This is an optimization exercise on Yosys and OpenROAD, whose aim is small area, a short achievable clock period and few clock cycles, not a production implementation.
At most, simulation tests tie the RTL to the original design; equivalence was not proved.
For runs 1, 2 and 4, only the layout was checked, not whether the RTL still works.

**design/flow/config.mk**
```make
export PLATFORM = sky130hd
export DESIGN_NAME = Cordic
export DESIGN_NICKNAME = Cordic
export VERILOG_FILES = /design/flow/design.v
export SDC_FILE = /design/flow/constraint.sdc
export NUM_CORES = 4
export LEC_CHECK = 0
export ABC_AREA = 1
export CAP_MARGIN = 20
export CORE_MARGIN = 2
export CORE_UTILIZATION = 60
export SETUP_SLACK_MARGIN = 5
export SLEW_MARGIN = 20
```
**design/flow/constraint.sdc**
```tcl
create_clock -name core_clock -period 8.0 [get_ports {clk}]
set_input_delay 1.6000 -clock core_clock [delete_from_list [all_inputs] [get_ports {clk}]]
set_output_delay 1.6000 -clock core_clock [all_outputs]
set_load 0.01 [all_outputs]
```
**design/flow/design.v**
```verilog
module AtanROM #(parameter DW = 16)(
	input         [3:0]    hi,
	input         [3:0]    lo,
	output        [DW-1:0] AtanValue);
	function [15:0] atan(input integer k);    
		case (k)
			0:  atan = 16'h1dac;  1:  atan = 16'h0fae;
			2:  atan = 16'h07f5;  3:  atan = 16'h03ff;
			4:  atan = 16'h0200;  5:  atan = 16'h0100;
			6:  atan = 16'h0080;  7:  atan = 16'h0040;
			8:  atan = 16'h0020;  9:  atan = 16'h0010;
			10: atan = 16'h0008;  11: atan = 16'h0004;
			12: atan = 16'h0002;  default: atan = 16'h0001;
		endcase
	endfunction
	reg [15:0] v;
	integer h, l;
	always @ (*) begin
		v = 16'h0000;
		for (h = 0; h < 4; h = h + 1)
			for (l = 0; l < 4; l = l + 1)
				if (4*h + l < 14)
					v = v | ({16{hi[h] & lo[l]}} & atan(4*h + l));
	end
	assign AtanValue = v;
endmodule
module Cordic #(parameter DW=16, AW=4)(
	input                  clk, rst, en,
	output                 done,
	input  signed [DW-1:0] z,
	output signed [DW-1:0] x,y);
	reg signed [15:0] X, Y;
	reg        [15:0] Z;
	reg        [3:0]  hz, lzn;   
	wire       [3:0]  lz = ~lzn;
	reg               px, ny;    
	reg               busy, done_r;
	wire        [15:0] AtanValue;
	AtanROM #(.DW(16)) UUT (.hi(hz), .lo(lz), .AtanValue(AtanValue));
	wire        last  = hz[3] & lz[1];           
	wire        step  = busy & ~last;
	always @ (posedge clk, posedge rst)
		if (rst) begin
			busy   <= 1'b0;
			done_r <= 1'b0;
		end else begin
			busy   <= busy ? ~last : en;
			done_r <= busy & last;
		end
	always @ (posedge clk) begin
		lzn <= step ? {lzn[2:0], lzn[3]} : 4'b1110;
		hz <= step ? (lz[3] ? {hz[2:0], hz[3]} : hz) : 4'b0001;
	end
	function [14:0] shr(input [14:0] a, input [3:0] h1, input [3:0] l1);
		reg [14:0] s;
		begin
			s =   ({15{l1[0]}} & a)
			    | ({15{l1[1]}} & {{1{a[14]}}, a[14:1]})
			    | ({15{l1[2]}} & {{2{a[14]}}, a[14:2]})
			    | ({15{l1[3]}} & {{3{a[14]}}, a[14:3]});
			shr = ({15{h1[0]}} & s)
			    | ({15{h1[1]}} & {{4{s[14]}}, s[14:4]})
			    | ({15{h1[2]}} & {{8{s[14]}}, s[14:8]})
			    | ({15{h1[3]}} & {{12{s[14]}}, s[14:12]});
		end
	endfunction
	function [15:0] add16(input [15:0] a, input [15:0] b, input ci);
		reg [15:0] g, p, gg, pp;
		integer i, k;
		begin
			g = a & b;
			p = a ^ b;
			gg = g; pp = p;
			gg[0] = g[0] | (p[0] & ci);
			for (k = 1; k < 16; k = k * 2)
				for (i = 0; i < 16; i = i + 1)
					if (i & k) begin
						gg[i] = gg[i] | (pp[i] & gg[(i & ~(k - 1)) - 1]);
						pp[i] = pp[i] & pp[(i & ~(k - 1)) - 1];
					end
			add16 = p ^ {gg[14:0], ci};
		end
	endfunction
	wire               first = hz[0] & lz[0];       
	wire               pz  = ~Z[15];
	wire        [15:0] yc  = Y ^ {16{px}};
	wire        [15:0] xc  = X ^ {16{ny}};
	wire        [14:0] ysh = shr(yc[15:1], hz, lz);
	wire        [14:0] xsh = shr(xc[15:1], hz, lz);
	wire        [15:0] xi  = add16(X, {ysh[14], ysh}, px);
	wire        [15:0] yi  = add16(Y, {xsh[14], xsh}, ny);
	reg         [15:0] k01;
	always @ (*)
		case ({Z[15], px})
			2'b01:   k01 = 16'h0000 - 16'h3244 - 16'h1dac;
			2'b00:   k01 = 16'h0000 - 16'h3244 + 16'h1dac;
			2'b11:   k01 = 16'h3244 - 16'h1dac;
			default: k01 = 16'h3244 + 16'h1dac;
		endcase
	wire        [15:0] zb  = first ? k01 : AtanValue ^ {16{pz}};
	wire        [15:0] zi  = add16(Z, zb, pz & ~first);
	wire               p1  = z[15] ? (z >= 16'hcdbc) : (z >= 16'h3244);
	wire        [15:0] zn  = busy ? zi : z;
	always @ (posedge clk) begin
		X  <= busy ? xi : 16'h26dd;
		Y  <= busy ? yi : (z[15] ? 16'hd923 : 16'h26dd);
		Z  <= zn;
		px <= busy ? ~zi[15] : p1;
		ny <= busy ? zi[15] : ~p1;
	end
	assign done = done_r;
	assign x = X;
	assign y = Y;
endmodule
```
**design/flow/flow/run.sh**
```bash
#!/bin/bash
# The standard layout with two changes: adders are left to abc as plain
# gates (no full/half adder cells, ADDER_MAP_FILE empty), and the ports are
# buffered by the smallest buffer instead of the delay cell buffer_ports
# picks by default. Synthesis is otherwise the standard one (synth_recipe.tcl:
# no fsm or share pass, flattened, function nets renamed), so the registers
# and their names are the standard synthesis's. The whole output goes to
# flow.log here; each ORFS step also keeps its own log under orfs/logs/.
set -euo pipefail
export ADDER_MAP_FILE=
export BUFFER_PORTS_ARGS="-buffer_cell sky130_fd_sc_hd__buf_1"
bash standard.sh finish > flow.log 2>&1
```
**design/flow/standard.sh**
```bash
#!/bin/bash
# synth_recipe.tcl (not shown) runs the flow's synth.tcl, then flattens the netlist and writes it again
# the make line also repeats each setting of config.mk as NAME=value (left out here)
make -C /OpenROAD-flow-scripts/flow DESIGN_CONFIG=/design/flow/config.mk WORK_HOME=/design/flow/orfs CLKGATE_MAP_FILE= SYNTH_SCRIPT=/design/flow/synth_recipe.tcl "${@:-finish}"
```
==> parameters.txt, run 1 <==
Parameter                              Value

Outcome
  Run status ... timing/DRC/antenna clean

Critical path
  Worst setup path startpoint ... lzn[1]
  Crit path cell chain ... inv_2 -> nand2_1 -> nand2_1 -> nand2_1 -> nand3_1 -> xor2_1 -> o21ai_2 -> nand2_1 -> nand2_2 -> nand2_1 -> nand2_2 -> nand2_1 -> nand2_2 -> nand2_2 -> nand2_2 -> nand2_1 -> nand3_2 -> nand2_2 -> inv_2
  CP required ... between 8 and 9 ns
  Largest fanout on the critical path ... 26
  Count of cells along the worst register-to-register path ... 19
  Critical Path Source Type ... register
  Reg-to-reg startpoint ... lzn[1]
  Type of the worst setup path ... reg -> reg
  Cell mode on critical path ... sky130_fd_sc_hd__nand2_1
  Highest-delay cell along the critical path ... sky130_fd_sc_hd__dfxtp_1
  Register-to-register path setup slack ... 5.23 ns
  Kind of end point of the critical path ... register
  Arrival time of the worst setup path ... 3.05 ns
  Worst path top cell family by delay ... simple AND/OR/NAND/NOR gates
  Capturing point of the worst reg2reg path ... px
  Total stage count of the critical path ... 19
  Sum of buffers and inverters on the critical path ... 2
  Crit path capture ... px
  Delay of the slowest cell on the worst path ... between 0.4 and 0.5 ns

Place
  RD Place Congestion ... 0.9477
  DP HPWL ... 13050 µm
  Placed Cells ... 1279
  Worst setup timing slack at the placement stage ... 4.758 ns
  Cell area after placement ... 6442 µm²
  IO buf count ... 51

Logic synthesis
  Average cell area after synthesis ... 5.583 µm²
  Adder-Cell Fraction of Synth Area ... 0%
  Fraction of the mapped netlist area in compound gates ... 12.61%
  Multiplexer share of the synthesized area ... 0%
  Post-synthesis cell type count ... 52
  Number of synthesized register bits ... 60
  XOR/XNOR share of the synthesized area ... under 10%
  Area fraction in and, or, nand and nor cells after synthesis ... a little over half
  Combined area of all synthesized cells ... 6270 µm²
  Yosys top cell by area ... sky130_fd_sc_hd__nand2_1
  Number of synthesis warnings ... 2
  Syn Inst Count ... 1123
  Main combinational cell family by area after synthesis ... simple AND/OR/NAND/NOR gates
  Nets in the synthesized netlist ... 1142
  Cell types with the largest area share after synthesis ... sky130_fd_sc_hd__nand2_1 24%, sky130_fd_sc_hd__dfxtp_1 19%, sky130_fd_sc_hd__nand3_1 9.2%
  Area fraction of the dominant cell type after synthesis ... about 24%
  Sequential-to-total area share from yosys stat ... 19.32%

Timing
  Final total negative setup slack ... 0 ns
  Highest Clock Rate ... between 0.3 and 0.4 GHz
  Final hold vios ... 0
  Pin slew with the least headroom to its limit ... between 0.9 and 1 ns
  Setup slack after layout ... 5.232 ns
  Final setup violation count ... 0
  Clock skew after layout ... roughly 0.008 ns
  Period Utilization, post-route ... between 30% and 40%
  Final count of pins violating max slew ... 0
  Minimum clock period after layout ... about 2.8 ns
  Setup repair after global routing missed its margin ... yes
  Rel. slew slack ... between 30% and 40%

CTS
  TritonCTS clock tree ... built
  Number of levels in the clock H-tree ... 3
  Number of CTS-inserted buffers ... 9
  Buffer depth of the longest clock path ... 2
  CTS Hold Buffers Added ... 0
  Sink count of the clock tree ... 60
  Cell at the root of the clock tree ... sky130_fd_sc_hd__clkbuf_8
  Clock transition at path regs ... 0.08 ns
  Clock latency (worst-skew pair) ... 0.37 ns

Finish
  Nets ... approximately 1200
  Inserted Diodes ... 0
  Final instance count without filler cells ... between 1000 and 1500
  Number of filler cells placed in the layout ... 1034
  Area of all placed cells without fillers ... 6696 µm²
  Ratio of cells with drive above 1 in the final layout ... 11.04%
  Layout-stage area growth over the synthesis result ... 6.805%

Floorplanning
  Row count ... 37
  Die Area ... between 10000 and 15000 µm²
  Chip Height ... approximately 110 µm
  Die W ... 106.2 µm
  Number of primary I/O pins ... 52
  Starting density of the core ... around 61%
  Core box area ... 10230 µm²

Flow run
  Total of max-cap violations ... 0

GRT
  First-pass GRT wire length ... 28740 µm
  Number of antenna violations at the first check in global routing ... 0
  GR Overflow Total ... 0
  Pin count of the biggest net entering global routing ... 41
  Number of global-route vias before repair ... approximately 5900
  Total global routing track utilization ... about a third

Routing
  Detailed Route WL ... 17340 µm
  Total number of vias ... between 6000 and 7000
  Detail-routed via count per cell ... roughly 5.3
  Final routed DRC violation total ... 0
  Mean routed wirelength per cell ... 13.39 µm
  Number of nets still failing antenna checks after routing ... 0
  DRT Pass-1 Iters ... 5
  Violation count after the first detailed-routing iteration ... a little under 600

Min path
  Class of the worst hold path ... reg -> reg
## metal layers
layer	vias to the layer above	GRT usage [%]	wire length, µm	share of wire [%]
li1	3631	-	-	-
met1	2960	47.36	8747	50
met2	244	46.52	7043	41
met3	26	4.966	1210	7.0
met4	0	10.15	333	1.9
met5	-	0	0	0
## timing repair
item,in CTS,in global routing
endpoints found under the hold margin,0,0
gates resized for setup,3,14
setup endpoints to repair,24,28
buffers inserted,0,0
## layout by cell type, fill, tap and decap left out, types with 3 or more instances in the layout
master,n
sky130_fd_sc_hd__a21oi_1,34
sky130_fd_sc_hd__a21oi_2,5
sky130_fd_sc_hd__and2_1,11
sky130_fd_sc_hd__and2_4,6
sky130_fd_sc_hd__buf_1,51
sky130_fd_sc_hd__clkbuf_8,9
sky130_fd_sc_hd__clkinv_1,6
sky130_fd_sc_hd__dfxtp_1,53
sky130_fd_sc_hd__dfxtp_4,3
sky130_fd_sc_hd__inv_1,120
sky130_fd_sc_hd__inv_2,10
sky130_fd_sc_hd__inv_6,3
sky130_fd_sc_hd__nand2_1,402
sky130_fd_sc_hd__nand2_2,40
sky130_fd_sc_hd__nand2_4,7
sky130_fd_sc_hd__nand3_1,115
sky130_fd_sc_hd__nand3b_1,3
sky130_fd_sc_hd__nand4_1,19
sky130_fd_sc_hd__nor2_1,90
sky130_fd_sc_hd__nor2_2,10
sky130_fd_sc_hd__nor2_4,4
sky130_fd_sc_hd__nor3_1,6
sky130_fd_sc_hd__o211ai_1,3
sky130_fd_sc_hd__o21a_1,3
sky130_fd_sc_hd__o21ai_0,34
sky130_fd_sc_hd__o21ai_1,27
sky130_fd_sc_hd__o21ai_2,5
sky130_fd_sc_hd__o21bai_1,3
sky130_fd_sc_hd__o22ai_1,11
sky130_fd_sc_hd__or2_1,7
sky130_fd_sc_hd__or2_2,5
sky130_fd_sc_hd__xor2_1,22
## layout make-up
cell class	instances	area, µm²	area share [%]
sequential	60	1225	18.29
multi-input combinational	891	4328	64.63
clock inverter	7	98.84	1.476
inverter	139	536.8	8.016
clock buffer	9	123.9	1.850
timing repair buffer	53	214.0	3.195
tap	136	170.2	2.541
## synthesized netlist by cell type (all sizes together)
master,instances
a21oi,40
o221ai,1
o21a,3
nand3b,3
xnor2,2
a21boi,1
nand4,19
o2111ai,1
o211ai,3
clkinv,6
dfxtp,58
o21bai,5
o21ai,66
or2,13
nand2,450
nor4,2
and3,1
dfrtp,2
and2,17
nor2,104
clkbuf,6
nor3,7
a22oi,1
a31oi,1
o22ai,11
nand3,116
xor2,24
buf,27
inv,133
## per-stage QoR
stage / util (%) / hold WS (ns)
floorplan: - / 0.5309
global placement: 62.97 / 0.5560
detailed placement: 62.97 / 0.5523
CTS: 65.18 / 0.5711
global route: 65.45 / 0.6300
finish: 65.45 / 0.5741
## state kept, by name, indices dropped and copies added (netlist names)
signal  cells
X          16
Y          16
Z          16
hz          4
lzn         4
busy        1
done_r      1
ny          1
px          1
## worst register-to-register path, cell delays in order, from the launching register on
cell                      delay, ns
sky130_fd_sc_hd__dfxtp_1       0.41
sky130_fd_sc_hd__inv_2         0.41
sky130_fd_sc_hd__nand2_1       0.28
sky130_fd_sc_hd__nand2_1       0.13
sky130_fd_sc_hd__nand2_1       0.07
sky130_fd_sc_hd__nand3_1       0.09
sky130_fd_sc_hd__xor2_1        0.26
sky130_fd_sc_hd__o21ai_2       0.11
sky130_fd_sc_hd__nand2_1       0.08
sky130_fd_sc_hd__nand2_2       0.07
sky130_fd_sc_hd__nand2_1       0.08
sky130_fd_sc_hd__nand2_2       0.06
sky130_fd_sc_hd__nand2_1       0.12
sky130_fd_sc_hd__nand2_2       0.12
sky130_fd_sc_hd__nand2_2       0.10
sky130_fd_sc_hd__nand2_2       0.05
sky130_fd_sc_hd__nand2_1       0.07
sky130_fd_sc_hd__nand3_2       0.07
sky130_fd_sc_hd__nand2_2       0.08
sky130_fd_sc_hd__inv_2         0.03
## worst min-delay path by stage
stage           from    end  slack, ns  cells after the start
6_report       Z[14]  Z[15]       0.57                      3
5_1_grt        Z[14]  Z[15]       0.63                      3
4_1_cts        Z[14]  Z[15]       0.57                      3
3_5_place_dp   Z[14]  Z[15]       0.55                      3
3_3_place_gp   Z[14]  Z[15]       0.56                      3
2_1_floorplan  Z[14]  Z[15]       0.53                      3
## cells by family after synthesis
group / after synthesis
AO/OA/AOI/OAI: 133
XOR/XNOR: 26
buffers and inverters: 172
flip-flops: 60
AND/OR/NAND/NOR: 732
==> inputs of run 2 (changes only) <==
--- a/design/flow/design.v
+++ b/design/flow/design.v
@@ -32,6 +32,6 @@
 	reg signed [15:0] X, Y;
 	reg        [15:0] Z;
-	reg        [3:0]  hz, lzn;   
-	wire       [3:0]  lz = ~lzn;
+	reg        [3:0]  hz, lz;    
+	reg        [3:0]  ly;        
 	reg               px, ny;    
 	reg               busy, done_r;
@@ -49,5 +49,6 @@
 		end
 	always @ (posedge clk) begin
-		lzn <= step ? {lzn[2:0], lzn[3]} : 4'b1110;
+		lz <= step ? {lz[2:0], lz[3]} : 4'b0001;
+		ly <= step ? {ly[2:0], ly[3]} : 4'b0001;
 		hz <= step ? (lz[3] ? {hz[2:0], hz[3]} : hz) : 4'b0001;
 	end
@@ -87,5 +88,5 @@
 	wire        [15:0] xc  = X ^ {16{ny}};
 	wire        [14:0] ysh = shr(yc[15:1], hz, lz);
-	wire        [14:0] xsh = shr(xc[15:1], hz, lz);
+	wire        [14:0] xsh = shr(xc[15:1], hz, ly);
 	wire        [15:0] xi  = add16(X, {ysh[14], ysh}, px);
 	wire        [15:0] yi  = add16(Y, {xsh[14], xsh}, ny);
==> run 2 against run 1 <==
Compared with the run above:
- synthesized area rose by 0.50%
- worst setup slack improved by 0.092 ns
- largest cell class unchanged
- hold slack better by 0.023 ns
- critical path depth shrank 3
- global-route usage fell by 1.1 points
- synthesized cell count is 0.53% lower
- wire length decreased by 0.58%
- utilization about the same
==> parameters.txt, run 2 <==
Parameter                              Value

Routing
  DRT Pass-1 Iters ... 5 (unchanged)
  Mean routed wirelength per cell ... 13.36 µm (-0.20%)
  Detail-routed via count per cell ... 5.355 (+1.1%)
  Violation count after the first detailed-routing iteration ... 527 (-12%)
  Total number of vias ... 6908 (+0.69%)
  Final routed DRC violation total ... 0 (unchanged)
  Detailed Route WL ... 17230 µm (-0.58%)
  Number of nets still failing antenna checks after routing ... 0 (unchanged)

Critical path
  Delay of the slowest cell on the worst path ... 0.57 ns (+0.16 ns)
  Kind of end point of the critical path ... register
  Worst path top cell family by delay ... simple AND/OR/NAND/NOR gates
  Crit path cell chain ... xor2_1 -> nand2_1 -> nand2_1 -> nor2_1 -> o21ai_2 -> nor2_1 -> nor2_1 -> a21oi_2 -> o21ai_2 -> nand2_2 -> nand2_2 -> nand2_2 -> nand2_4 -> nand2_1 -> nand3b_1 -> nand3_1
  Type of the worst setup path ... reg -> reg
  Total stage count of the critical path ... 16 (-3)
  Highest-delay cell along the critical path ... sky130_fd_sc_hd__dfxtp_4
  Register-to-register path setup slack ... 5.32 ns (+0.09 ns)
  Arrival time of the worst setup path ... 2.93 ns (-0.12 ns)
  Critical Path Source Type ... register
  Largest fanout on the critical path ... 17 (-35%)
  CP required ... 8.25 ns (-0.03 ns)
  Count of cells along the worst register-to-register path ... 16 (-3)
  Sum of buffers and inverters on the critical path ... 0 (-2)
  Reg-to-reg startpoint ... px
  Worst setup path startpoint ... px

Finish
  Most frequent cells in the layout ... 400 x sky130_fd_sc_hd__nand2_1, 120 x sky130_fd_sc_hd__inv_1, 109 x sky130_fd_sc_hd__nor2_1, 102 x sky130_fd_sc_hd__nand3_1, 53 x sky130_fd_sc_hd__dfxtp_1
  Layout-stage area growth over the synthesis result ... 6.811% (about the same)
  Area of combinational cells with multiple inputs ... 4278 µm² (-1.2%)
  Final instance count without filler cells ... 1290 (-0.39%)
  Most frequent standard cell in the layout excluding fill and tap cells ... sky130_fd_sc_hd__nand2_1
  Largest registers ranked by flip-flop count ... X: 16 flops, Y: 16 flops, Z: 16 flops
  Area used by sequential logic in the layout ... 1310 µm² (+6.9%)
  Ratio of cells with drive above 1 in the final layout ... 10.66% (-0.39 points)
  Number of filler cells placed in the layout ... 1028 (-0.58%)
  Inserted Diodes ... 0 (unchanged)
  Nets ... 1168 (-0.43%)

Place
  Placed Cells ... 1271 (-0.63%)
  IO buf count ... 51 (unchanged)
  DP HPWL ... 13160 µm (+0.82%)
  RD Place Congestion ... 0.9572 (+1.0%)

Timing
  Period Utilization, post-route ... 33.45% (-1.1 points)
  Highest Clock Rate ... 0.3737 GHz (+3.4%)
  Final hold vios ... 0 (unchanged)
  Pin slew with the least headroom to its limit ... 0.6550 ns (-0.3074 ns)
  Final total negative setup slack ... 0 ns (unchanged)
  Final worst hold slack ... 0.5974 ns (+0.02336 ns)
  Final count of pins violating max slew ... 0 (unchanged)
  Clock skew after layout ... 0.01200 ns (+0.003902 ns)
  Final setup violation count ... 0 (unchanged)
  Setup repair after global routing missed its margin ... no
  Rel. slew slack ... 56.28% (+21 points)
  Minimum clock period after layout ... 2.676 ns (-0.09178 ns)

Logic synthesis
  Sequential-to-total area share from yosys stat ... 20.49% (+1.2 points)
  Area fraction of the dominant cell type after synthesis ... 23.89% (-0.18 points)
  Post-synth EDFFs ... 0 (unchanged)
  Yosys top cell by area ... sky130_fd_sc_hd__nand2_1
  Post-synthesis cell type count ... 55 (+5.8%)
  Cell types with the largest area share after synthesis ... sky130_fd_sc_hd__nand2_1 24%, sky130_fd_sc_hd__dfxtp_1 20%, sky130_fd_sc_hd__nand3_1 8.1%
  Library cell with the highest instance count after synthesis ... sky130_fd_sc_hd__nand2_1
  Nets in the synthesized netlist ... 1136 (-0.53%)
  Number of synthesis warnings ... 2 (unchanged)
  Syn Inst Count ... 1117 (-0.53%)
  Most frequently used flop master after synthesis ... sky130_fd_sc_hd__dfxtp_1
  Average cell area after synthesis ... 5.641 µm² (+1.0%)
  Combined area of all synthesized cells ... 6301 µm² (+0.50%)
  Number of synthesized register bits ... 64 (+6.7%)
  Cell types with the highest counts after synthesis ... 401 x sky130_fd_sc_hd__nand2_1, 120 x sky130_fd_sc_hd__inv_1, 109 x sky130_fd_sc_hd__nor2_1
  Share of synthesized registers carrying an async set or reset ... 3.125% (-0.21 points)

CTS
  Number of levels in the clock H-tree ... 3 (unchanged)
  Clock transition at path regs ... 0.08 ns (about the same)
  Cell at the root of the clock tree ... sky130_fd_sc_hd__clkbuf_8
  TritonCTS clock tree ... built
  CTS Hold Buffers Added ... 0 (unchanged)
  Sink count of the clock tree ... 64 (+6.7%)
  Number of CTS-inserted buffers ... 9 (unchanged)
  Clock latency (worst-skew pair) ... 0.38 ns (about the same)
  Buffer depth of the longest clock path ... 2 (unchanged)

Floorplanning
  Number of primary I/O pins ... 52 (unchanged)
  Die W ... 106.5 µm (+0.24%)
  Row count ... 37 (unchanged)
  Core box area ... 10280 µm² (+0.45%)
  Chip Height ... 106.5 µm (+0.24%)
  Starting density of the core ... 61.31% (about the same)
  Die Area ... 11340 µm² (+0.47%)

GRT
  Pin count of the biggest net entering global routing ... 44 (+7.3%)
  First-pass GRT wire length ... 27700 µm (-3.6%)
  Number of antenna violations at the first check in global routing ... 0 (unchanged)
  Total global routing track utilization ... 30.67% (-1.1 points)
  Number of global-route vias before repair ... 6007 (+2.2%)
  GR Overflow Total ... 0 (unchanged)

Min path
  Class of the worst hold path ... reg -> reg
  Hold Startpoint ... ly[2]
  Worst Hold Depth ... 2 (-1)

Outcome
  Run status ... timing/DRC/antenna clean

Flow run
  Total of max-cap violations ... 0 (unchanged)
-- run 2: worst paths after layout --
check / end
max: X[9]
min: ly[3]
max reg2reg: X[9]
min reg2reg: ly[3]
max in group asynchronous: busy
min in group asynchronous: done_r
-- run 2: routing by layer --
layer / share of wire [%] / vias to the layer above / wire length, µm / global-route usage, %
met4: 2.8 / 0 / 475 / 12.99
met1: 46 / 3064 / 7879 / 39.23
met5: 0 / - / 0 / 0
met2: 46 / 222 / 7931 / 52.01
li1: - / 3592 / - / -
met3: 5.5 / 30 / 948 / 3.801
-- run 2: layout make-up --
cell class / instances / area share, %
tap: 136 / 2.528
inverter: 134 / 7.641
clock buffer: 10 / 2.045
multi-input combinational: 884 / 63.56
timing repair buffer: 56 / 3.402
clock inverter: 6 / 1.357
sequential: 64 / 19.46
-- run 2: cells by family after synthesis --
family | Yosys count | synth area share (%)
AO/OA/AOI/OAI | 134 | 12.77
buffers and inverters | 169 | 11.66
XOR/XNOR | 34 | 5.500
AND/OR/NAND/NOR | 716 | 49.58
flip-flops | 64 | 20.49
-- run 2: stage by stage --
step                      instance area, µm²  utilization [%]  worst slack [ns]
after CTS                               6686            65.06             5.121
after floorplan                         6301                -             5.566
after detailed placement                6454            62.80             4.683
after global placement                  6454            62.80             4.733
after global routing                    6730            65.49             5.005
final                                   6730            65.49             5.324
-- run 2: timing repair --
| item | CTS | global route |
|---|---|---|
| setup buffers | 0 | 3 |
| gates resized for setup | 3 | 11 |
| endpoints found under the hold margin | 0 | 0 |
| endpoints found under the setup margin | 26 | 27 |
-- run 2: worst register-to-register path, cell delays in order (launching register included) --
cell and delay [ns]:
sky130_fd_sc_hd__dfxtp_4 0.57, sky130_fd_sc_hd__xor2_1 0.38, sky130_fd_sc_hd__nand2_1 0.09, sky130_fd_sc_hd__nand2_1 0.07, sky130_fd_sc_hd__nor2_1 0.09, sky130_fd_sc_hd__o21ai_2 0.18
sky130_fd_sc_hd__nor2_1 0.06, sky130_fd_sc_hd__nor2_1 0.16, sky130_fd_sc_hd__a21oi_2 0.07, sky130_fd_sc_hd__o21ai_2 0.22, sky130_fd_sc_hd__nand2_2 0.09, sky130_fd_sc_hd__nand2_2 0.11
sky130_fd_sc_hd__nand2_2 0.07, sky130_fd_sc_hd__nand2_4 0.13, sky130_fd_sc_hd__nand2_1 0.09, sky130_fd_sc_hd__nand3b_1 0.09, sky130_fd_sc_hd__nand3_1 0.08
==> inputs of run 3 (changes only) <==
--- a/design/flow/design.v
+++ b/design/flow/design.v
@@ -33,5 +33,4 @@
 	reg        [15:0] Z;
 	reg        [3:0]  hz, lz;    
-	reg        [3:0]  ly;        
 	reg               px, ny;    
 	reg               busy, done_r;
@@ -50,5 +49,4 @@
 	always @ (posedge clk) begin
 		lz <= step ? {lz[2:0], lz[3]} : 4'b0001;
-		ly <= step ? {ly[2:0], ly[3]} : 4'b0001;
 		hz <= step ? (lz[3] ? {hz[2:0], hz[3]} : hz) : 4'b0001;
 	end
@@ -88,5 +86,5 @@
 	wire        [15:0] xc  = X ^ {16{ny}};
 	wire        [14:0] ysh = shr(yc[15:1], hz, lz);
-	wire        [14:0] xsh = shr(xc[15:1], hz, ly);
+	wire        [14:0] xsh = shr(xc[15:1], hz, lz);
 	wire        [15:0] xi  = add16(X, {ysh[14], ysh}, px);
 	wire        [15:0] yi  = add16(Y, {xsh[14], xsh}, ny);
--- a/design/flow/config.mk
+++ b/design/flow/config.mk
@@ -7,7 +7,7 @@
 export LEC_CHECK = 0
 export ABC_AREA = 1
-export CAP_MARGIN = 20
+export CAP_MARGIN = 5
 export CORE_MARGIN = 2
 export CORE_UTILIZATION = 60
 export SETUP_SLACK_MARGIN = 5
-export SLEW_MARGIN = 20
+export SLEW_MARGIN = 5
==> run 3 against run 2 <==
Compared with the run above:
- clock skew up 0.0015 ns
- first-iteration DRC count is 27% higher
- die area fell by 3.2%
- worst setup slack got worse by 0.026 ns
- hold slack improved by 0.0088 ns
- sequential share of layout area decreased by 0.48 points
- global-route usage is 0.18 points higher
- highest routed layer unchanged
==> parameters.txt, run 3 <==
Parameter                              Value

Min path
  Class of the worst hold path ... reg -> reg

Logic synthesis
  Post-synthesis cell type count ... 50 (-9.1%)
  XOR/XNOR share of the synthesized area ... 4.150% (-1.3 points)
  Area fraction of the dominant cell type after synthesis ... 25.27% (+1.4 points)
  Fraction of the mapped netlist area in compound gates ... 12.45% (-0.32 points)
  Number of synthesized register bits ... 60 (-6.3%)
  Main combinational cell family by area after synthesis ... simple AND/OR/NAND/NOR gates
  Cell types with the largest area share after synthesis ... sky130_fd_sc_hd__nand2_1 25%, sky130_fd_sc_hd__dfxtp_1 19%, sky130_fd_sc_hd__nand3_1 10%
  Nets in the synthesized netlist ... 1132 (-0.35%)
  Adder-Cell Fraction of Synth Area ... 0% (unchanged)
  Share of synthesized registers carrying an async set or reset ... 3.333% (+0.21 points)
  Yosys top cell by area ... sky130_fd_sc_hd__nand2_1
  Most frequently used flop master after synthesis ... sky130_fd_sc_hd__dfxtp_1
  Number of synthesis warnings ... 2 (unchanged)
  Multiplexer share of the synthesized area ... 0% (unchanged)
  Syn Inst Count ... 1113 (-0.36%)
  Sequential-to-total area share from yosys stat ... 19.89% (-0.60 points)
  Area fraction in and, or, nand and nor cells after synthesis ... 51.18% (+1.6 points)
  Combined area of all synthesized cells ... 6090 µm² (-3.4%)
  Cell types with the highest counts after synthesis ... 410 x sky130_fd_sc_hd__nand2_1, 123 x sky130_fd_sc_hd__nand3_1, 115 x sky130_fd_sc_hd__inv_1
  Library cell with the highest instance count after synthesis ... sky130_fd_sc_hd__nand2_1
  Average cell area after synthesis ... 5.471 µm² (-3.0%)
  Post-synth EDFFs ... 0 (unchanged)

Timing
  Setup repair after global routing missed its margin ... no
  Clock skew after layout ... 0.01346 ns (+0.001464 ns)
  Final setup violation count ... 0 (unchanged)
  Rel. slew slack ... 51.64% (-4.6 points)
  Final worst hold slack ... 0.6063 ns (+0.008840 ns)
  Period Utilization, post-route ... 33.78% (+0.33 points)
  Minimum clock period after layout ... 2.703 ns (+0.02644 ns)
  Final hold vios ... 0 (unchanged)
  Setup slack after layout ... 5.297 ns (-0.02644 ns)
  Final count of pins violating max slew ... 0 (unchanged)
  Highest Clock Rate ... 0.3700 GHz (-0.98%)
  Final total negative setup slack ... 0 ns (unchanged)
  Pin slew with the least headroom to its limit ... 0.7210 ns (+0.06599 ns)

GRT
  Number of global-route vias before repair ... 5818 (-3.1%)
  Met1 routing resource usage after global routing ... 46.53% (+7.3 points)
  First-pass GRT wire length ... 27610 µm (-0.30%)
  Number of antenna violations at the first check in global routing ... 0 (unchanged)
  GR Overflow Total ... 0 (unchanged)
  Global routing usage on met2 ... 43.32% (-8.7 points)
  Pin count of the biggest net entering global routing ... 45 (+2.3%)
  Met3 Track Usage GR ... 6.613% (+2.8 points)
  Total global routing track utilization ... 30.85% (+0.18 points)
  Most utilized layer in the global route result ... met1

Critical path
  Worst path top cell family by delay ... simple AND/OR/NAND/NOR gates
  Type of the worst setup path ... reg -> reg
  Kind of end point of the critical path ... register
  Delay of the slowest cell on the worst path ... 0.37 ns (-0.20 ns)
  Cell mode on critical path ... sky130_fd_sc_hd__nand2_1
  Arrival time of the worst setup path ... 2.95 ns (+0.02 ns)
  CP required ... 8.25 ns (about the same)
  Crit path cell chain ... buf_6 -> inv_2 -> nand2_2 -> nor2_4 -> nand2_2 -> nand2_4 -> nor2_2 -> inv_2 -> nand2_1 -> a21oi_2 -> nand2_1 -> nand2_1 -> nand2_1 -> nor2_2 -> inv_2 -> nor2_1 -> nand2_2 -> nand2_4 -> nand2_1 -> nand2_1 -> nand2_1 -> nand3_1 -> nand2_1
  Largest fanout on the critical path ... 19 (+2)
  Critical Path Source Type ... register
  Highest-delay cell along the critical path ... sky130_fd_sc_hd__dfxtp_2
  Sum of buffers and inverters on the critical path ... 4 (+4)

CTS
  Setup repair bufs after CTS ... 0 (unchanged)
  Number of levels in the clock H-tree ... 3 (unchanged)
  Buffer depth of the longest clock path ... 2 (unchanged)
  Sink count of the clock tree ... 60 (-6.3%)
  TritonCTS clock tree ... built
  Number of CTS-inserted buffers ... 9 (unchanged)
  Clock latency (worst-skew pair) ... 0.38 ns (about the same)
  Cell at the root of the clock tree ... sky130_fd_sc_hd__clkbuf_8
  Clock transition at path regs ... 0.08 ns (about the same)

Floorplanning
  Die Area ... 10970 µm² (-3.2%)
  Die W ... 104.7 µm (-1.6%)
  Core box area ... 9819 µm² (-4.5%)
  Chip Height ... 104.7 µm (-1.6%)
  Number of primary I/O pins ... 52 (unchanged)
  Starting density of the core ... 62.02% (+0.71 points)
  Row count ... 36 (-2.7%)

Place
  DP HPWL ... 12630 µm (-4.0%)
  IO buf count ... 51 (unchanged)
  Worst setup timing slack at the placement stage ... 4.812 ns (+0.1288 ns)
  RD Place Congestion ... 1.023 (+6.9%)
  Cell area after placement ... 6257 µm² (-3.0%)
  Placed Cells ... 1267 (-0.31%)

Finish
  Largest registers ranked by flip-flop count ... X: 16 flops, Y: 16 flops, Z: 16 flops
  Nets ... 1164 (-0.34%)
  Most frequent standard cell in the layout excluding fill and tap cells ... sky130_fd_sc_hd__nand2_1
  Final instance count without filler cells ... 1283 (-0.54%)
  Ratio of cells with drive above 1 in the final layout ... 10.00% (-0.66 points)
  Inserted Diodes ... 0 (unchanged)
  Final standard cell utilization of the core ... 66.25% (+0.76 points)
  Area of all placed cells without fillers ... 6505 µm² (-3.3%)
  Most frequent cells in the layout ... 410 x sky130_fd_sc_hd__nand2_1, 121 x sky130_fd_sc_hd__nand3_1, 115 x sky130_fd_sc_hd__inv_1, 98 x sky130_fd_sc_hd__nor2_1, 51 x sky130_fd_sc_hd__buf_1
  Layout-stage area growth over the synthesis result ... 6.821% (about the same)

Routing
  DRT Pass-1 Iters ... 5 (unchanged)
  Violation count after the first detailed-routing iteration ... 669 (+27%)
  Total number of vias ... 6831 (-1.1%)
  Detail-routed via count per cell ... 5.324 (-0.58%)
  Final routed DRC violation total ... 0 (unchanged)
  Mean routed wirelength per cell ... 12.96 µm (-3.0%)
  Number of nets still failing antenna checks after routing ... 0 (unchanged)
  Detailed Route WL ... 16630 µm (-3.5%)

Flow run
  Total of max-cap violations ... 0 (unchanged)

Outcome
  Run status ... timing/DRC/antenna clean
[run 3: cell count changes after synthesis, moves of 5 or more]
cell and change:
sky130_fd_sc_hd__nor2_1 -11, sky130_fd_sc_hd__nand2_1 +9, sky130_fd_sc_hd__o21ai_2 -5, sky130_fd_sc_hd__o22ai_1 +5
sky130_fd_sc_hd__o21ai_0 -10, sky130_fd_sc_hd__inv_1 -5, sky130_fd_sc_hd__inv_2 +14, sky130_fd_sc_hd__o21ai_1 +14
sky130_fd_sc_hd__nand3_1 +21, sky130_fd_sc_hd__nand2_2 -8, sky130_fd_sc_hd__buf_2 -5
[run 3: cells by family after synthesis]
| family | Yosys count |
|---|---|
| simple gates | 717 |
| compound gates | 132 |
| buf+inv | 176 |
| xor+xnor | 28 |
| flops | 60 |
[run 3: worst reg2reg max path, delay by kind of cell, from the launching register on]
| kind | cells | cell delay, ns |
|---|---|---|
| buffers and inverters | 4 | 0.45 |
| flip-flops | 1 | 0.37 |
| AND/OR/NAND/NOR | 18 | 1.64 |
| AO/OA/AOI/OAI | 1 | 0.12 |
[run 3: worst paths after layout]
kind	cells past startpoint	startpoint	slack (ns)	to
setup reg to reg	23	lz[3]	5.30	Y[11]
min in group asynchronous	2	rst	1.03	busy
max in group asynchronous	2	rst	6.86	done_r
hold reg to reg	2	lz[3]	0.61	hz[2]
setup / recovery	23	lz[3]	5.30	Y[11]
hold / removal	2	lz[3]	0.61	hz[2]
[run 3: layer usage]
layer	wire (µm)	share of wire (%)
met1	8404	51
met2	6609	40
met3	1379	8.3
met4	240	1.4
met5	0	0
[run 3: final cells by class]
cell class / instances / area, µm²
clock buffers: 10 / 137.6
multi-input cells: 877 / 4143
repair buffers: 53 / 210.2
fillers: 1033 / 3314
inverters: 144 / 549.3
clock inverters: 6 / 63.81
flip-flops and latches: 60 / 1235
well taps: 133 / 166.4
[run 3: what timing repair did]
action / CTS / global route
gates resized for setup: 4 / 16
endpoints found under the setup margin: 29 / 38
hold buffers: 0 / 0
pin swaps: 0 / 0
Testbench counts of run 3, summed over its fixed seeds: cycles 48,000.
==> inputs of run 4 (changes only) <==
--- a/design/flow/design.v
+++ b/design/flow/design.v
@@ -73,9 +73,13 @@
 			gg[0] = g[0] | (p[0] & ci);
 			for (k = 1; k < 16; k = k * 2)
-				for (i = 0; i < 16; i = i + 1)
-					if (i & k) begin
-						gg[i] = gg[i] | (pp[i] & gg[(i & ~(k - 1)) - 1]);
-						pp[i] = pp[i] & pp[(i & ~(k - 1)) - 1];
-					end
+				for (i = 2 * k - 1; i < 16; i = i + 2 * k) begin
+					gg[i] = gg[i] | (pp[i] & gg[i - k]);
+					pp[i] = pp[i] & pp[i - k];
+				end
+			for (k = 4; k >= 1; k = k / 2)
+				for (i = 3 * k - 1; i < 16; i = i + 2 * k) begin
+					gg[i] = gg[i] | (pp[i] & gg[i - k]);
+					pp[i] = pp[i] & pp[i - k];
+				end
 			add16 = p ^ {gg[14:0], ci};
 		end
--- a/design/flow/config.mk
+++ b/design/flow/config.mk
@@ -7,7 +7,7 @@
 export LEC_CHECK = 0
 export ABC_AREA = 1
-export CAP_MARGIN = 5
+export CAP_MARGIN = 20
 export CORE_MARGIN = 2
 export CORE_UTILIZATION = 60
 export SETUP_SLACK_MARGIN = 5
-export SLEW_MARGIN = 5
+export SLEW_MARGIN = 20
==> run 4 against run 3 <==
Compared with the run above:
- register-to-register slack worse by 0.13 ns
- critical path type unchanged
- count of clock-buffer cells in the layout up 1
- critical path depth decreased by 1
- still clean on timing, DRC and antenna
==> parameters.txt, run 4 <==
Parameter                              Value

Finish
  Nets ... 1087 (-6.6%)
  Layout-stage area growth over the synthesis result ... 11.59%
  Inserted Diodes ... 0 (unchanged)
  Most frequent standard cell in the layout excluding fill and tap cells ... sky130_fd_sc_hd__nand2_1
  Ratio of cells with drive above 1 in the final layout ... 13.23% (+3.2 points)
  Largest registers ranked by flip-flop count ... X: 16 flops, Y: 16 flops, Z: 16 flops
  Most frequent cells in the layout ... 358 x sky130_fd_sc_hd__nand2_1, 104 x sky130_fd_sc_hd__inv_1, 87 x sky130_fd_sc_hd__nor2_1, 75 x sky130_fd_sc_hd__nand3_1, 63 x sky130_fd_sc_hd__o21ai_0

Floorplanning
  Die Area ... 10470 µm² (-4.6%)
  Die W ... 102.3 µm (-2.3%)
  Row count ... 35 (-2.8%)
  Chip Height ... 102.3 µm (-2.3%)
  Core box area ... 9328 µm² (-5.0%)
  Starting density of the core ... 62.17% (+0.16 points)
  Number of primary I/O pins ... 52 (unchanged)

Timing
  Final count of pins violating max slew ... 0 (unchanged)
  Minimum clock period after layout ... 2.829 ns (+0.1261 ns)
  Period Utilization, post-route ... 35.36% (+1.6 points)
  Rel. slew slack ... 61.37% (+9.7 points)
  Pin slew with the least headroom to its limit ... 0.5788 ns (-0.1421 ns)
  Final setup violation count ... 0 (unchanged)
  Clock skew after layout ... 0.01114 ns (-0.002325 ns)
  Highest Clock Rate ... 0.3535 GHz (-4.5%)
  Setup slack after layout ... 5.171 ns (-0.1261 ns)
  Final total negative setup slack ... 0 ns (unchanged)
  Setup repair after global routing missed its margin ... yes
  Final hold vios ... 0 (unchanged)

Place
  Worst setup timing slack at the placement stage ... 4.568 ns (-0.2431 ns)
  IO buf count ... 51 (unchanged)
  RD Place Congestion ... 0.9720 (-5.0%)
  DP HPWL ... 12660 µm (+0.20%)

GRT
  GR Overflow Total ... 0 (unchanged)
  Number of global-route vias before repair ... 5865 (+0.81%)
  Total global routing track utilization ... 33.56% (+2.7 points)
  Pin count of the biggest net entering global routing ... 39 (-13%)
  First-pass GRT wire length ... 27660 µm (+0.15%)
  Number of antenna violations at the first check in global routing ... 0 (unchanged)

Logic synthesis
  Most frequently used flop master after synthesis ... sky130_fd_sc_hd__dfxtp_1
  Combined area of all synthesized cells ... 5799 µm² (-4.8%)
  Library cell with the highest instance count after synthesis ... sky130_fd_sc_hd__nand2_1
  Sequential-to-total area share from yosys stat ... 20.88% (+1.0 points)
  Number of synthesized register bits ... 60 (unchanged)
  Post-synth EDFFs ... 0 (unchanged)
  Yosys top cell by area ... sky130_fd_sc_hd__nand2_1
  Syn Inst Count ... 1020 (-8.4%)
  Area fraction of the dominant cell type after synthesis ... 23.24% (-2.0 points)
  Nets in the synthesized netlist ... 1039 (-8.2%)
  Average cell area after synthesis ... 5.686 µm² (+3.9%)
  Number of synthesis warnings ... 2 (unchanged)
  Post-synthesis cell type count ... 49 (-2.0%)
  Cell types with the largest area share after synthesis ... sky130_fd_sc_hd__nand2_1 23%, sky130_fd_sc_hd__dfxtp_1 20%, sky130_fd_sc_hd__inv_1 6.9%
  Cell types with the highest counts after synthesis ... 359 x sky130_fd_sc_hd__nand2_1, 106 x sky130_fd_sc_hd__inv_1, 92 x sky130_fd_sc_hd__nor2_1
  Share of synthesized registers carrying an async set or reset ... 3.333% (unchanged)

CTS
  CTS Hold Buffers Added ... 0 (unchanged)
  Cell at the root of the clock tree ... sky130_fd_sc_hd__clkbuf_8
  Buffer depth of the longest clock path ... 2 (unchanged)
  Clock transition at path regs ... 0.07 ns (about the same)
  Number of CTS-inserted buffers ... 9 (unchanged)
  TritonCTS clock tree ... built
  Sink count of the clock tree ... 60 (unchanged)
  Number of levels in the clock H-tree ... 3 (unchanged)
  Clock latency (worst-skew pair) ... 0.36 ns (-0.02 ns)

Critical path
  Type of the worst setup path ... reg -> reg
  Register-to-register path setup slack ... 5.17 ns (-0.13 ns)
  Cell mode on critical path ... sky130_fd_sc_hd__nand2_2
  Critical Path Source Type ... register
  Reg-to-reg startpoint ... lz[0]
  Capturing point of the worst reg2reg path ... ny
  Count of cells along the worst register-to-register path ... 22 (-4.3%)
  CP required ... 8.24 ns (about the same)
  Delay of the slowest cell on the worst path ... 0.49 ns (+0.12 ns)
  Worst path top cell family by delay ... simple AND/OR/NAND/NOR gates
  Arrival time of the worst setup path ... 3.06 ns (+0.11 ns)
  Sum of buffers and inverters on the critical path ... 3 (-1)
  Total stage count of the critical path ... 22 (-4.3%)
  Crit path cell chain ... clkinvlp_4 -> buf_4 -> o21bai_1 -> or2_1 -> nand3_2 -> xor2_2 -> inv_2 -> nand2_2 -> nand2_1 -> nand2_2 -> nand2_2 -> nand2_2 -> nand2_2 -> nand3_2 -> nand2_2 -> nand2_2 -> nand2_1 -> nand2_1 -> nand2_1 -> nand2_1 -> nand2_1 -> nand2_2
  Highest-delay cell along the critical path ... sky130_fd_sc_hd__dfxtp_4
  Largest fanout on the critical path ... 13 (-6)
  Kind of end point of the critical path ... register

Routing
  Final routed DRC violation total ... 0 (unchanged)
  Detailed Route WL ... 17520 µm (+5.3%)
  Detail-routed via count per cell ... 5.469 (+2.7%)
  Mean routed wirelength per cell ... 14.58 µm (+12%)
  Number of nets still failing antenna checks after routing ... 0 (unchanged)
  Violation count after the first detailed-routing iteration ... 633 (-5.4%)
  Total number of vias ... 6574 (-3.8%)
  DRT Pass-1 Iters ... 6 (+1)

Min path
  Worst Hold Depth ... 2 (unchanged)
  Class of the worst hold path ... reg -> reg
  Hold Startpoint ... hz[0]
  Worst hold path endpoint ... hz[0]

Outcome
  Run status ... timing/DRC/antenna clean

Flow run
  Total of max-cap violations ... 0 (unchanged)
## run 4: worst max-delay path by stage
stage	end	slack [ns]	start
detailed placement	px	4.57	lz[0]
global route	Y[15]	4.93	ny
CTS	px	4.99	hz[0]
finish	ny	5.17	lz[0]
floorplan	px	5.57	z[5]
global placement	px	4.57	lz[0]
## run 4: cell families (layout without fill, tap and decap cells)
logic type | Yosys count | after routing | synth area share, %
simple gates | 621 | 621 | 46.75
compound gates | 149 | 149 | 14.56
buf+inv | 148 | 201 | 11.33
flops | 60 | 60 | 20.88
xor+xnor | 42 | 42 | 6.473
## run 4: per-stage QoR
step | std cells | instance area (µm²) | utilization (%) | hold slack [ns]
2_1_floorplan | 1020 | 5799 | - | 0.5195
3_3_place_gp | 1170 | 5961 | 63.90 | 0.6243
3_5_place_dp | 1170 | 5961 | 63.90 | 0.6081
4_1_cts | 1186 | 6186 | 66.32 | 0.6383
5_1_grt | 1202 | 6471 | 69.38 | 0.6223
6_report | 1202 | 6471 | 69.38 | 0.5883
## run 4: area by class of cell
cell class / count / area [µm²]
clock buffers: 11 / 141.4
clock inverters: 5 / 75.07
fillers: 931 / 2856
inverters: 114 / 450.4
multi-input cells: 812 / 4014
flip-flops and latches: 60 / 1237
well taps: 129 / 161.4
repair buffers: 70 / 386.6
repair inverters: 1 / 5.005
## run 4: repair_timing
action / 4_1_cts / 5_1_grt
cloned: 0 / 1
resized for setup: 6 / 38
endpoints found under the setup margin: 35 / 30
buffers inserted: 0 / 15
pin swaps: 0 / 4
## run 4: tightest hold or removal path: stages (launching register included)
cell and delay, ns:
sky130_fd_sc_hd__dfxtp_4 0.39, sky130_fd_sc_hd__nand2_1 0.08, sky130_fd_sc_hd__o211ai_1 0.08
## run 4: routing by layer
| layer | routed length [µm] | global-route usage [%] | vias to the layer above |
|---|---|---|---|
| li1 | - | - | 3331 |
| met1 | 7543 | 43.41 | 2887 |
| met2 | 7843 | 53.69 | 303 |
| met3 | 1438 | 6.566 | 53 |
| met4 | 696 | 16.21 | 0 |
| met5 | 0 | 0 | - |
==> inputs of run 5 (changes only) <==
--- a/design/flow/design.v
+++ b/design/flow/design.v
@@ -73,13 +73,9 @@
 			gg[0] = g[0] | (p[0] & ci);
 			for (k = 1; k < 16; k = k * 2)
-				for (i = 2 * k - 1; i < 16; i = i + 2 * k) begin
-					gg[i] = gg[i] | (pp[i] & gg[i - k]);
-					pp[i] = pp[i] & pp[i - k];
-				end
-			for (k = 4; k >= 1; k = k / 2)
-				for (i = 3 * k - 1; i < 16; i = i + 2 * k) begin
-					gg[i] = gg[i] | (pp[i] & gg[i - k]);
-					pp[i] = pp[i] & pp[i - k];
-				end
+				for (i = 0; i < 16; i = i + 1)
+					if (i & k) begin
+						gg[i] = gg[i] | (pp[i] & gg[(i & ~(k - 1)) - 1]);
+						pp[i] = pp[i] & pp[(i & ~(k - 1)) - 1];
+					end
 			add16 = p ^ {gg[14:0], ci};
 		end
==> design/flow/flow/run.sh (replaced) <==
#!/bin/bash
# The standard layout with three changes:
#  - abc maps for area (flow/abc_area.script: "map -a" instead of "map"),
#    through a copy of ORFS's scripts folder that differs only in that file;
#  - adders are left to abc as plain gates (ADDER_MAP_FILE empty);
#  - the ports are buffered by the smallest buffer (buf_1) instead of the
#    delay cell buffer_ports picks by default.
# Synthesis is otherwise the standard one (synth_recipe.tcl: no fsm or share
# pass, flattened, function nets renamed), so the registers and their names
# are the standard synthesis's. The whole output goes to flow.log here; each
# ORFS step also keeps its own log under orfs/logs/.
set -euo pipefail
here=$(pwd)
cp -r "$FLOW_HOME/scripts" "$here/scripts"
cp "$here/flow/abc_area.script" "$here/scripts/abc_area.script"
export SCRIPTS_DIR="$here/scripts"
export ADDER_MAP_FILE=
export BUFFER_PORTS_ARGS="-buffer_cell sky130_fd_sc_hd__buf_1"
bash standard.sh finish > flow.log 2>&1
==> design/flow/flow/abc_area.script (new file) <==
strash
dch
map -a -B 0.9
topo
stime -c
buffer -c
upsize -c
dnsize -c
==> run 5 against run 4 <==
Compared with the run above:
- cell area grew 11%
- die area shrank 8.0%
- fmax shrank 14%
- clock skew grew 0.0052 ns
- count of clock-buffer cells in the layout shrank 1
- wire length grew 9.3%
- critical endpoint is now X[15]
==> parameters.txt, run 5 <==
Parameter                              Value

Critical path
  Arrival time of the worst setup path ... 3.59 ns (+0.53 ns)
  Count of cells along the worst register-to-register path ... 20 (-9.1%)
  Capturing point of the worst reg2reg path ... X[15]
  Register-to-register path setup slack ... 4.70 ns (-0.47 ns)
  Reg-to-reg startpoint ... px
  Largest fanout on the critical path ... 7 (-6)
  Critical Path Source Type ... register
  CP required ... 8.29 ns (+0.05 ns)
  Kind of end point of the critical path ... register
  Type of the worst setup path ... reg -> reg

Routing
  DRT Pass-1 Iters ... 8 (+2)
  Detailed Route WL ... 19150 µm (+9.3%)
  Detail-routed via count per cell ... 6.046 (+11%)
  Total number of vias ... 6524 (-0.76%)
  Violation count after the first detailed-routing iteration ... 776 (+23%)
  Mean routed wirelength per cell ... 17.75 µm (+22%)
  Final routed DRC violation total ... 0 (unchanged)
  Number of nets still failing antenna checks after routing ... 0 (unchanged)

Timing
  Final hold vios ... 0 (unchanged)
  Final total negative setup slack ... 0 ns (unchanged)
  Setup repair after global routing missed its margin ... yes
  Clock skew after layout ... 0.01638 ns (+0.005247 ns)
  Final worst hold slack ... 0.6192 ns (+0.03088 ns)
  Rel. slew slack ... 43.68% (-18 points)
  Highest Clock Rate ... 0.3035 GHz (-14%)
  Final count of pins violating max slew ... 0 (unchanged)
  Minimum clock period after layout ... 3.295 ns (+0.4665 ns)
  Period Utilization, post-route ... 41.19% (+5.8 points)
  Pin slew with the least headroom to its limit ... 0.8447 ns (+0.2659 ns)
  Final setup violation count ... 0 (unchanged)

CTS
  CTS Hold Buffers Added ... 0 (unchanged)
  Buffer depth of the longest clock path ... 2 (unchanged)
  Number of levels in the clock H-tree ... 3 (unchanged)
  Clock transition at path regs ... 0.08 ns (about the same)
  Number of CTS-inserted buffers ... 9 (unchanged)
  Clock latency (worst-skew pair) ... 0.36 ns (about the same)
  Cell at the root of the clock tree ... sky130_fd_sc_hd__clkbuf_8
  TritonCTS clock tree ... built
  Sink count of the clock tree ... 60 (unchanged)

Finish
  Largest registers ranked by flip-flop count ... X: 16 flops, Y: 16 flops, Z: 16 flops
  Number of filler cells placed in the layout ... 581 (-38%)
  Layout-stage area growth over the synthesis result ... 34.52%
  Most frequent cells in the layout ... 160 x sky130_fd_sc_hd__nand2_1, 96 x sky130_fd_sc_hd__nor2_1, 95 x sky130_fd_sc_hd__inv_1, 66 x sky130_fd_sc_hd__buf_4, 51 x sky130_fd_sc_hd__buf_1
  Most frequent standard cell in the layout excluding fill and tap cells ... sky130_fd_sc_hd__nand2_1
  Nets ... 985 (-9.4%)
  Ratio of cells with drive above 1 in the final layout ... 28.12% (+15 points)
  Inserted Diodes ... 0 (unchanged)

Logic synthesis
  Nets in the synthesized netlist ... 866 (-17%)
  Most frequently used flop master after synthesis ... sky130_fd_sc_hd__dfxtp_1
  Number of synthesized register bits ... 60 (unchanged)
  Post-synthesis cell type count ... 58 (+18%)
  Syn Inst Count ... 847 (-17%)
  Average cell area after synthesis ... 6.278 µm² (+10%)
  Cell types with the largest area share after synthesis ... sky130_fd_sc_hd__dfxtp_1 22%, sky130_fd_sc_hd__nand2_1 13%, sky130_fd_sc_hd__xor2_1 7.7%
  Sequential-to-total area share from yosys stat ... 22.78% (+1.9 points)
  Yosys top cell by area ... sky130_fd_sc_hd__dfxtp_1
  Cell types with the highest counts after synthesis ... 186 x sky130_fd_sc_hd__nand2_1, 104 x sky130_fd_sc_hd__nor2_1, 103 x sky130_fd_sc_hd__inv_1
  Combined area of all synthesized cells ... 5318 µm² (-8.3%)
  Area fraction of the dominant cell type after synthesis ... 21.84% (-1.4 points)
  Post-synth EDFFs ... 0 (unchanged)
  Number of synthesis warnings ... 2 (unchanged)
  Share of synthesized registers carrying an async set or reset ... 3.333% (unchanged)
  Library cell with the highest instance count after synthesis ... sky130_fd_sc_hd__nand2_1

GRT
  Pin count of the biggest net entering global routing ... 49 (+26%)
  Total global routing track utilization ... 36.32% (+2.8 points)
  Number of antenna violations at the first check in global routing ... 0 (unchanged)
  Number of global-route vias before repair ... 5838 (-0.46%)
  GR Overflow Total ... 0 (unchanged)
  First-pass GRT wire length ... 28480 µm (+3.0%)

Min path
  Class of the worst hold path ... reg -> reg
  Worst Hold Depth ... 3 (+1)
  Hold Startpoint ... Z[14]
  Worst hold path endpoint ... Z[15]

Floorplanning
  Core box area ... 8678 µm² (-7.0%)
  Number of primary I/O pins ... 52 (unchanged)
  Row count ... 34 (-2.9%)
  Die W ... 98.14 µm (-4.1%)
  Starting density of the core ... 61.27% (-0.90 points)
  Die Area ... 9631 µm² (-8.0%)
  Chip Height ... 98.14 µm (-4.1%)

Place
  DP HPWL ... 11800 µm (-6.8%)
  IO buf count ... 51 (unchanged)
  RD Place Congestion ... 1.019 (+4.9%)

Flow run
  Total of max-cap violations ... 0 (unchanged)

Outcome
  Run status ... timing/DRC/antenna clean
==> run 5: cell count changes in the layout (fill, tap and decap cells not counted), sizes merged, moves of 10 or more <==
| cell | before | now |
|---|---|---|
| a221oi | 0 | 12 |
| a21oi | 30 | 51 |
| o22ai | 11 | 25 |
| nor2 | 99 | 112 |
| nand2 | 397 | 192 |
| nand3 | 80 | 14 |
| xor2 | 34 | 49 |
| buf | 69 | 137 |
| xnor2 | 8 | 18 |
==> run 5: worst max path at each step <==
stage | startpoint | end | slack [ns] | cells after the start
2_1_floorplan | X[8] | Y[7] | 5.04 | 18
3_3_place_gp | ny | Y[14] | 4.08 | 15
3_5_place_dp | ny | Y[10] | 4.08 | 15
4_1_cts | ny | Y[7] | 4.78 | 19
5_1_grt | px | X[15] | 4.50 | 18
6_report | px | X[15] | 4.70 | 20
==> run 5: layout make-up <==
class	instances	area, µm²	area share (%)
Timing Repair inverter	3	21.27	0.2974
Clock inverter	6	90.09	1.259
Sequential cell	60	1242	17.37
Tap cell	108	135.1	1.889
Multi-Input combinational cell	638	4119	57.58
Timing Repair Buffer	137	928.4	12.98
Clock buffer	10	127.6	1.784
Inverter	117	489.2	6.839
==> run 5: repair_timing <==
item / CTS / global route
endpoints found under the hold margin: 0 / 0
cloned: 2 / 1
setup endpoints to repair: 42 / 38
pin swaps: 31 / 43
buffers inserted: 49 / 36
resized for setup: 91 / 109
==> run 5: cells by family (layout without fill, tap and decap cells) <==
family          count (synthesis)  after routing  synth area share (%)
compound gates                220            220                 26.05
xor+xnor                       67             67                 11.32
buf+inv                       149            273                 11.41
flops                          60             60                 22.78
mux                             1              1                0.1882
fa+ha+maj                       4              4                0.8470
simple gates                  346            346                 27.41
==> run 5: routing by layer <==
metal / global-route usage [%] / up-vias / wire (µm)
met1: 47.29 / 2969 / 7543
met4: 14.75 / 0 / 913
met3: 7.158 / 113 / 1834
met5: 0 / - / 0
met2: 59.27 / 414 / 8862
li1: - / 3028 / -
==> run 5: through the flow <==
step	util [%]	instance area, µm²	std cells	worst slack, ns
4_1_cts	74.57	6471	1042	4.779
5_1_grt	82.43	7153	1079	4.501
3_5_place_dp	63.19	5484	975	4.080
6_report	82.43	7153	1079	4.705
2_1_floorplan	-	5318	847	5.038
3_3_place_gp	63.19	5484	975	4.084
==> run 5: worst max-delay path, cell delays in order (launching register included) <==
cell	delay, ns
sky130_fd_sc_hd__dfxtp_4	0.38
sky130_fd_sc_hd__buf_4	0.14
sky130_fd_sc_hd__buf_4	0.16
sky130_fd_sc_hd__or2_4	0.26
sky130_fd_sc_hd__nand2_2	0.08
sky130_fd_sc_hd__o22ai_1	0.11
sky130_fd_sc_hd__a221oi_2	0.26
sky130_fd_sc_hd__nor2_1	0.09
sky130_fd_sc_hd__nor3_2	0.24
sky130_fd_sc_hd__nor2_1	0.15
sky130_fd_sc_hd__inv_1	0.08
sky130_fd_sc_hd__nand2_1	0.10
sky130_fd_sc_hd__nor3_2	0.22
sky130_fd_sc_hd__nand3_2	0.14
sky130_fd_sc_hd__nand2_4	0.10
sky130_fd_sc_hd__inv_4	0.04
sky130_fd_sc_hd__nor3_2	0.13
sky130_fd_sc_hd__inv_2	0.09
sky130_fd_sc_hd__o41ai_4	0.23
sky130_fd_sc_hd__o21ai_1	0.08
sky130_fd_sc_hd__a21oi_1	0.14
Testbench counts of run 5, summed over its fixed seeds: cycles 48,000.
==> inputs of run 6 (changes only) <==
==> design/flow/flow/run.sh (replaced) <==
#!/bin/bash
# The standard layout with three changes:
#  - adders are left to abc as plain gates (ADDER_MAP_FILE empty);
#  - the ports are buffered by the smallest buffer (buf_1) instead of the
#    delay cell buffer_ports picks by default;
#  - timing repair aims at 5.5 ns of setup slack (SETUP_SLACK_MARGIN).
# Synthesis is otherwise the standard one (synth_recipe.tcl: no fsm or share
# pass, flattened, function nets renamed), so the registers and their names
# are the standard synthesis's. The whole output goes to flow.log here; each
# ORFS step also keeps its own log under orfs/logs/.
set -euo pipefail
export ADDER_MAP_FILE=
export BUFFER_PORTS_ARGS="-buffer_cell sky130_fd_sc_hd__buf_1"
export SETUP_SLACK_MARGIN=5.5
bash standard.sh finish > flow.log 2>&1
--- a/design/flow/config.mk
+++ b/design/flow/config.mk
@@ -10,4 +10,3 @@
 export CORE_MARGIN = 2
 export CORE_UTILIZATION = 60
-export SETUP_SLACK_MARGIN = 5
 export SLEW_MARGIN = 20
removed: design/flow/flow/abc_area.script
==> run 6 against run 5 <==
Compared with the run above:
- still clean
- non-clock buffer count grew 5
- flip-flop and latch count unchanged
- cell area increased by 16%
- sequential share of layout area decreased by 1.5 points
- register-to-register slack better by 0.65 ns
- fmax increased by 24%
- synthesized cell count rose by 31%
- final cell count grew 27%
- wire length grew 13%
==> parameters.txt, run 6 <==
Parameter                              Value

Outcome
  Run status ... timing/DRC/antenna clean

GRT
  First-pass GRT wire length ... 28530 µm (+0.19%)
  Total global routing track utilization ... 32.02% (-4.3 points)

Floorplanning
  Die W ... 104.7 µm (+6.7%)
  Chip Height ... 104.7 µm (+6.7%)
  Row count ... 36 (+5.9%)
  Starting density of the core ... 62.02% (+0.74 points)
  Core box area ... 9819 µm² (+13%)

Logic synthesis
  Post-synth EDFFs ... 0 (unchanged)
  Number of synthesized register bits ... 60 (unchanged)
  Share of synthesized registers carrying an async set or reset ... 3.333% (unchanged)
  Average cell area after synthesis ... 5.471 µm² (-13%)
  Cell types with the largest area share after synthesis ... sky130_fd_sc_hd__nand2_1 25%, sky130_fd_sc_hd__dfxtp_1 19%, sky130_fd_sc_hd__nand3_1 10%

CTS
  Clock latency (worst-skew pair) ... 0.38 ns (+0.02 ns)
  Clock transition at path regs ... 0.07 ns (about the same)
  Buffer depth of the longest clock path ... 2 (unchanged)
  Number of levels in the clock H-tree ... 3 (unchanged)

Finish
  Ratio of cells with drive above 1 in the final layout ... 35.99% (+7.9 points)
  Inserted Diodes ... 0 (unchanged)
  Most frequent cells in the layout ... 325 x sky130_fd_sc_hd__nand2_1, 110 x sky130_fd_sc_hd__nand3_1, 107 x sky130_fd_sc_hd__inv_1, 80 x sky130_fd_sc_hd__nand2_2, 80 x sky130_fd_sc_hd__buf_4

Timing
  Period Utilization, post-route ... 33.11% (-8.1 points)
  Setup slack after layout ... 5.351 ns (+0.6464 ns)
  Setup repair after global routing missed its margin ... yes
  Final total negative setup slack ... 0 ns (unchanged)

Place
  DP HPWL ... 12630 µm (+7.0%)
  Cell area after placement ... 6257 µm² (+14%)

Routing
  Post-Route M1 WL ... 8953 µm (+19%)
  Violation count after the first detailed-routing iteration ... 1101 (+42%)
  Total number of vias ... 7926 (+21%)

Critical path
  Kind of end point of the critical path ... register
[run 6: cell count changes after synthesis, sizes merged, moves of 12 or more]
cell / before / now
a21oi: 51 / 36
a221oi: 12 / 0
inv: 115 / 142
nand2: 192 / 434
nand3: 14 / 125
o21ai: 87 / 65
o22ai: 25 / 12
xnor2: 18 / 4
xor2: 49 / 24
[run 6: final cells by class]
| type | instances | area (µm²) |
|---|---|---|
| multi-input combinational | 878 | 4974 |
| fill | 659 | 1544 |
| sequential | 60 | 1313 |
| timing repair buffer | 142 | 1006 |
| inverter | 144 | 598.1 |
| tap | 133 | 166.4 |
| clock buffer | 10 | 137.6 |
| clock inverter | 6 | 63.81 |
| timing repair inverter | 2 | 17.52 |
[run 6: worst paths after layout]
check / start / slack, ns / endpoint / cells past startpoint
min: hz[1] / 0.59 / hz[2] / 2
max: ny / 5.35 / Y[15] / 18
min in group asynchronous: rst / 1.03 / busy / 2
max reg2reg: ny / 5.35 / Y[15] / 18
min reg2reg: hz[1] / 0.59 / hz[2] / 2
max in group asynchronous: rst / 6.86 / done_r / 2
[run 6: metrics by stage]
stage	std cells	util, %	hold WS, ns
floorplan	1113	-	0.5418
global placement	1267	63.72	0.6154
detailed placement	1267	63.72	0.6155
CTS	1298	68.93	0.6018
global route	1375	84.28	0.6213
finish	1375	84.28	0.5950
[run 6: layer usage]
layer / global-route usage [%] / vias to the layer above
met1: 46.66 / 3497
met5: 0 / -
li1: - / 3775
met4: 11.14 / 0
met3: 7.486 / 119
met2: 45.87 / 535
[run 6: worst max-delay path, cell delays in order, from the launching register on]
cell                      delay, ns
sky130_fd_sc_hd__dfxtp_4       0.37
sky130_fd_sc_hd__buf_4         0.12
sky130_fd_sc_hd__buf_12        0.13
sky130_fd_sc_hd__nand2_2       0.07
sky130_fd_sc_hd__nand3_1       0.08
sky130_fd_sc_hd__nand2_1       0.08
sky130_fd_sc_hd__o21ai_0       0.41
sky130_fd_sc_hd__nand2_1       0.16
sky130_fd_sc_hd__nand2_2       0.15
sky130_fd_sc_hd__nand2_2       0.08
sky130_fd_sc_hd__nand2_2       0.08
sky130_fd_sc_hd__nor2_1        0.06
sky130_fd_sc_hd__nor2_2        0.24
sky130_fd_sc_hd__nand2_8       0.15
sky130_fd_sc_hd__nand2_4       0.11
sky130_fd_sc_hd__nand2_2       0.04
sky130_fd_sc_hd__nand2_1       0.06
sky130_fd_sc_hd__nand3_1       0.09
sky130_fd_sc_hd__nand2_1       0.08
[run 6: logic make-up (layout without fill, tap and decap cells)]
group / count (synthesis) / in the layout
simple gates: 717 / 718
xor+xnor: 28 / 28
flops: 60 / 60
compound gates: 132 / 132
buf+inv: 176 / 304
[run 6: repair_timing]
item	4_1_cts	5_1_grt
pin swaps	7	91
resized for setup	103	260
buffers inserted	15	74
hold buffers	0	0
cloned	0	3
endpoints found under the setup margin	75	55

==> port drivers added, routing unchanged <==
No port has a modelled driver above. Below, the same layouts with a new extraction and two added sets of constraints.
Step 1, drivers: a clkbuf_16 drives clk and a buf_2 each remaining input, both assumed.
Step 2, shift: input delay + t, output delay - t, t = (earliest + latest rising clock arrival at the registers) / 2. This alone moves slack from input paths to output paths.
Slacks: no drivers / after step 1 / after step 2; pairs: no drivers / after step 1.
| run | t, ns | slack for setup (ns) | latest minus earliest clock arrival (ns) |
|---|---|---|---|
| run 1 | 0.404 | 5.232 / 5.232 / 4.986 | 0.008 / 0.008 |
| run 2 | 0.413 | 5.324 / 5.295 / 5.179 | 0.012 / 0.012 |
| run 3 | 0.404 | 5.297 / 5.297 / 5.064 | 0.013 / 0.013 |
| run 4 | 0.390 | 5.171 / 5.171 / 5.171 | 0.012 / 0.011 |
| run 5 | 0.382 | 4.705 / 4.705 / 4.705 | 0.016 / 0.016 |
| run 6 | 0.411 | 5.351 / 5.351 / 5.167 | 0.018 / 0.018 |
After both steps setup and hold are still met in every run listed. For run 1, which loses most, drivers alone change the setup slack by 0.000 ns; drivers and shift together by -0.246 ns.
